What follows belongs to an exercise in optimizing a design on an open flow for small area and a short achievable clock period; a production flow would make more cautious choices. At most, simulation tests tie the RTL to the original design; equivalence was not proved.

Setup of run A:
==> flow/design.v (excerpt) <==
module mult16_top (
  input         clk,
  input  [15:0] a,
  input  [15:0] b,
  output [31:0] p
);
  reg  [15:0] a_r, b_r;
  reg  [31:0] p_r;
  wire [31:0] o;
  multiplier_16bit u_mul (.a(a_r), .b(b_r), .o(o));
  always @(posedge clk) begin
    a_r <= a;
    b_r <= b;
    p_r <= o;
  end
  assign p = p_r;
endmodule
clock: 15.0 ns
lec_check: 0
cap_margin: 20
core_margin: 2
core_utilization: 40
cts_buf_list: sky130_fd_sc_hd__clkbuf_8
cts_cluster_diameter: 300
cts_cluster_size: 64
slew_margin: 20
synth_hierarchical: 1
synth_minimum_keep_size: 0
standard.sh (not shown) runs the stock make flow with config.mk's settings and CLKGATE_MAP_FILE= SYNTH_SCRIPT=/design/flow/synth_recipe.tcl, a recipe that flattens the netlist after the stock synthesis.
==> flow/flow/run.sh <==
#!/bin/bash
# The standard layout (the standard.sh), except that the input and output
# port buffers are buf_2 cells. All of the flow's output goes to standard.log.
set -e
export BUFFER_PORTS_ARGS="-buffer_cell sky130_fd_sc_hd__buf_2"
bash standard.sh > standard.log 2>&1
Run A: PASS, flow complete, no timing, DRC or antenna violations
Edits applied to the flow inputs when going from run A to run B:
- CTS_BUF_LIST no longer set, was sky130_fd_sc_hd__clkbuf_8
- CTS_CLUSTER_DIAMETER no longer set, was 300
- CTS_CLUSTER_SIZE no longer set, was 64
### Flow results
Diff run B..run A | global-route usage | negligible
Between run B and run A, the maximum operating frequency figures differ only marginally.
Share of cell area taken by flip-flops and latches was higher in the run labelled run A.
diff inputs: run B => run C
- putting CTS_BUF_LIST at sky130_fd_sc_hd__clkbuf_4 sky130_fd_sc_hd__clkbuf_8 where nothing was set
- putting CTS_CLUSTER_SIZE at 32 where nothing was set
- putting CTS_CLUSTER_DIAMETER at 200 where nothing was set
### Flow results
Worst hold-check slack on run C is up relative to run B. Taking run B as the reference point, the average vias per placed instance of run C falls by about 0.8%. On routed wire length, run C and run B are basically level. Going from run B to run C, the largest incremental delay on the critical path was found to have gone up by 0.07 ns.

---

Setup of zinc:
Another version of the RTL of mult16_top (not shown whole).
Size in the first run: ~890 cells after synthesis, ~64 flip-flops, ~0.0083 sq mm of cells after synthesis.
clock: 15.0 ns
lec_check: 0
cap_margin: 20
core_margin: 2
core_utilization: 40
slew_margin: 20
synth_hierarchical: 1
synth_minimum_keep_size: 0
==> flow/flow/run.sh <==
#!/bin/bash
# The standard layout (the standard.sh), except that the input and output
# port buffers are buf_2 cells. All of the flow's output goes to standard.log.
set -e
export BUFFER_PORTS_ARGS="-buffer_cell sky130_fd_sc_hd__buf_2"
export SETUP_SLACK_MARGIN=10.2
bash standard.sh > standard.log 2>&1
Inputs modified between zinc and pepper:
diff --git a/flow/flow/run.sh b/flow/flow/run.sh
--- a/flow/flow/run.sh
+++ b/flow/flow/run.sh
@@ -6 +5,0 @@
-export SETUP_SLACK_MARGIN=10.2
Results
- Non-clock buffer count of pepper falls short of that of zinc by more than a quarter.
- Looking at launch point of the critical path, the b_r[12]$_DFF_P_ result is from zinc; the b_r[10]$_DFF_P_ one comes from pepper.
- Via count of the first global-routing pass in pepper is 152 below zinc.
- Cell area, zinc and pepper: larger value in zinc
- Fmax ends up lower on pepper.
- Looking at slew at the pin closest to its max-slew limit, pepper sits 0.058 ns lower than zinc does.
- Compared with zinc, in pepper total wire length after detailed routing lost 1400 um; via count lost 214.
#### Input delta (harbor over pepper)
==> flow/flow/run.sh <==
#!/bin/bash
# Standard layout, with the port buffers made from buf_2 cells.
set -e
cp standard.sh standard_sh_copy.log
export BUFFER_PORTS_ARGS="-buffer_cell sky130_fd_sc_hd__buf_2"
bash standard.sh > standard.log 2>&1
==> comparison <==
- No stage failed in harbor, and the final checks on the layout all came back clean.
- Post-CTS setup repair buffer count came out exactly the same in harbor and pepper.
- Compared with pepper, in harbor count of placed standard cells including taps was more or less identical, fraction of layout cells with a size suffix above 1 comparable.
- As far as slack of the critical path goes, pepper and harbor are indistinguishable; the numbers are identical.
- Register clock-pin slew on the reported worst setup and hold paths of pepper is on par with harbor.
- Any difference in count of inverters not on the clock network in the layout between pepper and harbor is small enough to ignore.

---

== v6 ==
Another version of the RTL of mult16_top (not shown whole).
Size in the first run: ~820 cells after synthesis, about 65 I/O pins, roughly 8900 um2 of cells after synthesis.
==> flow/config.mk <==
export PLATFORM = sky130hd
export DESIGN_NAME = mult16_top
export DESIGN_NICKNAME = mult16_top
export VERILOG_FILES = /design/flow/design.v
export SDC_FILE = /design/flow/constraint.sdc
export NUM_CORES = 4
export LEC_CHECK = 0
export CAP_MARGIN = 20
export CORE_MARGIN = 2
export CORE_UTILIZATION = 65
export SLEW_MARGIN = 20
export SYNTH_HIERARCHICAL = 1
export SYNTH_MINIMUM_KEEP_SIZE = 0
==> flow/constraint.sdc <==
create_clock -name core_clock -period 15.0 [get_ports {clk}]
set_input_delay 3.0000 -clock core_clock [delete_from_list [all_inputs] [get_ports {clk}]]
set_output_delay 3.0000 -clock core_clock [all_outputs]
set_load 0.01 [all_outputs]
run.sh (not shown) runs the stock make flow with config.mk's settings and CLKGATE_MAP_FILE= SYNTH_SCRIPT=/design/flow/synth_recipe.tcl, a recipe that flattens the netlist after the stock synthesis.
Stock flow here: none of the scripts above is used.
v6 did not stop at any stage, and its layout met the timing, DRC and antenna checks.
What v7 does differently from v6 at the input level:
Settings: CORE_UTILIZATION now 40, was 65.
--- outcome ---
For the highest cell delay on the worst timing path, v7 came in 0.06 ns higher than v6 did.
Routed via count divided by cell count was lower in the run labelled v7.
Compared with v6, v7 shows a lower post-placement setup slack.
Re post-layout minimum cycle time: v6 was lower than v7.
In v7 the worst hold slack turned out 0.031 ns higher than in v6.
In the flow results for v6 and v7, the final worst setup slack is larger on v6.

---

Another version of the RTL of mult16_top (not shown whole).
For scale: about 970 cells after synthesis, about 65 I/O pins, about 8600 sq um of cells after synthesis.
Settings: LEC_CHECK=0, CAP_MARGIN=20, CORE_MARGIN=2, CORE_UTILIZATION=70, CTS_BUF_LIST=sky130_fd_sc_hd__clkbuf_8, CTS_CLUSTER_DIAMETER=300, CTS_CLUSTER_SIZE=64, SLEW_MARGIN=20, SYNTH_HIERARCHICAL=1, SYNTH_MINIMUM_KEEP_SIZE=0; clock period 15.0 ns.
standard.sh (not shown) runs the stock make flow with config.mk's settings and CLKGATE_MAP_FILE= SYNTH_SCRIPT=/design/flow/synth_recipe.tcl, a recipe that flattens the netlist after the stock synthesis.
==> flow/flow/run.sh <==
#!/bin/bash
# The standard layout (the standard.sh), except that the input and output
# port buffers are buf_2 cells and clock tree synthesis inserts no dummy loads.
# All of the flow's output goes to standard.log.
set -e
export BUFFER_PORTS_ARGS="-buffer_cell sky130_fd_sc_hd__buf_2"
export CTS_ARGS="-sink_clustering_enable -repair_clock_nets -dont_use_dummy_load -buf_list sky130_fd_sc_hd__clkbuf_8 -sink_clustering_size 64 -sink_clustering_max_diameter 300"
bash standard.sh > standard.log 2>&1
The starting point completed with no timing, DRC or antenna violations.
Then changed:
--- a/flow/config.mk
+++ b/flow/config.mk
@@ -8,5 +8,5 @@
 export CAP_MARGIN = 20
 export CORE_MARGIN = 2
-export CORE_UTILIZATION = 70
+export CORE_UTILIZATION = 40
 export CTS_BUF_LIST = sky130_fd_sc_hd__clkbuf_8
 export CTS_CLUSTER_DIAMETER = 300
After rerunning:
- global-route usage shrinks by 15 points
- cell count grows by 11%
- via count shrinks by 4.6%
- worst setup slack gains 0.18 ns
- fmax grows by 3.7%
- count of clock-buffer cells in the layout stays the same
- critical path depth is unchanged
- final area grows by 1.8%
No functional check of the RTL was part of any run of this note.

---

RTL: one of the versions met above, not the one the previous note started from.
For scale: roughly 820 cells after synthesis, ~64 flip-flops, about 65 I/O pins, roughly 8900 µm² of cells after synthesis.
## mult16_top
module mult16_top (
  input         clk,
  input  [15:0] a,
  input  [15:0] b,
  output [31:0] p
);
  reg  [15:0] a_r, b_r;
  reg  [31:0] p_r;
  wire [31:0] o;
  multiplier_16bit u_mul (.a(a_r), .b(b_r), .o(o));
  always @(posedge clk) begin
    a_r <= a;
    b_r <= b;
    p_r <= o;
  end
  assign p = p_r;
endmodule
==> flow/config.mk <==
export PLATFORM = sky130hd
export DESIGN_NAME = mult16_top
export DESIGN_NICKNAME = mult16_top
export VERILOG_FILES = /design/flow/design.v
export SDC_FILE = /design/flow/constraint.sdc
export NUM_CORES = 4
export LEC_CHECK = 0
export CAP_MARGIN = 20
export CORE_MARGIN = 2
export CORE_UTILIZATION = 40
export SLEW_MARGIN = 20
export SYNTH_HIERARCHICAL = 1
export SYNTH_MINIMUM_KEEP_SIZE = 0
==> flow/constraint.sdc <==
create_clock -name core_clock -period 15.0 [get_ports {clk}]
set_input_delay 3.0000 -clock core_clock [delete_from_list [all_inputs] [get_ports {clk}]]
set_output_delay 3.0000 -clock core_clock [all_outputs]
set_load 0.01 [all_outputs]
==> flow/flow/run.sh <==
#!/bin/bash
# Standard layout, with the port buffers made from buf_2 cells.
set -e
cp standard.sh standard_sh_copy.log
export BUFFER_PORTS_ARGS="-buffer_cell sky130_fd_sc_hd__buf_2"
export SETUP_SLACK_MARGIN=11
bash standard.sh > standard.log 2>&1
Rerun with:
==> flow/flow/run.sh (replaced) <==
#!/bin/bash
# Standard layout, with the port buffers made from buf_2 cells.
set -e
cp standard.sh standard_sh_copy.log
export BUFFER_PORTS_ARGS="-buffer_cell sky130_fd_sc_hd__buf_2"
bash standard.sh > standard.log 2>&1
Effect:
- The new run completed with no timing, DRC or antenna violations
- critical path depth is unchanged
- first-iteration DRC count falls by 5.8%
- count of clock-buffer cells in the layout rises by 2

-- separate check: timing with driven ports --
Ports are ideal in the flow. The routed layouts listed here were re-timed in OpenROAD.
Step 1 (the two cells are an assumption about what drives the block):
set clk [get_ports {clk}]
set_driving_cell -lib_cell sky130_fd_sc_hd__clkbuf_16 $clk
set_driving_cell -lib_cell sky130_fd_sc_hd__buf_2 [delete_from_list [all_inputs] $clk]
Step 2 also shifts input and output timing later by t, the mid clock arrival at the registers, as if the neighbouring blocks saw the same clock.
Slacks: no drivers / after step 1 / after step 2; pairs: no drivers / after step 1.
run	t (ns)	setup slack, ns	cell pins on the clock port's net
run A	0.414	9.968 / 9.968 / 9.968	1
run B	0.394	9.983 / 9.983 / 9.983	1
run C	0.414	9.968 / 9.968 / 9.968	1
zinc	0.402	10.144 / 10.144 / 10.144	1
pepper	0.401	9.736 / 9.736 / 9.736	1
harbor	0.401	9.736 / 9.736 / 9.736	1
v6	0.390	9.442 / 9.442 / 9.442	1
v7	0.386	9.378 / 9.378 / 9.378	1
the first run of note 4	0.398	9.962 / 9.962 / 9.962	1
the second run of note 4	0.402	10.142 / 10.142 / 10.142	1
the first run of note 5	0.381	10.030 / 10.030 / 10.030	1
the second run of note 5	0.391	9.351 / 9.351 / 9.351	1
After both steps setup and hold are still met in every run listed.
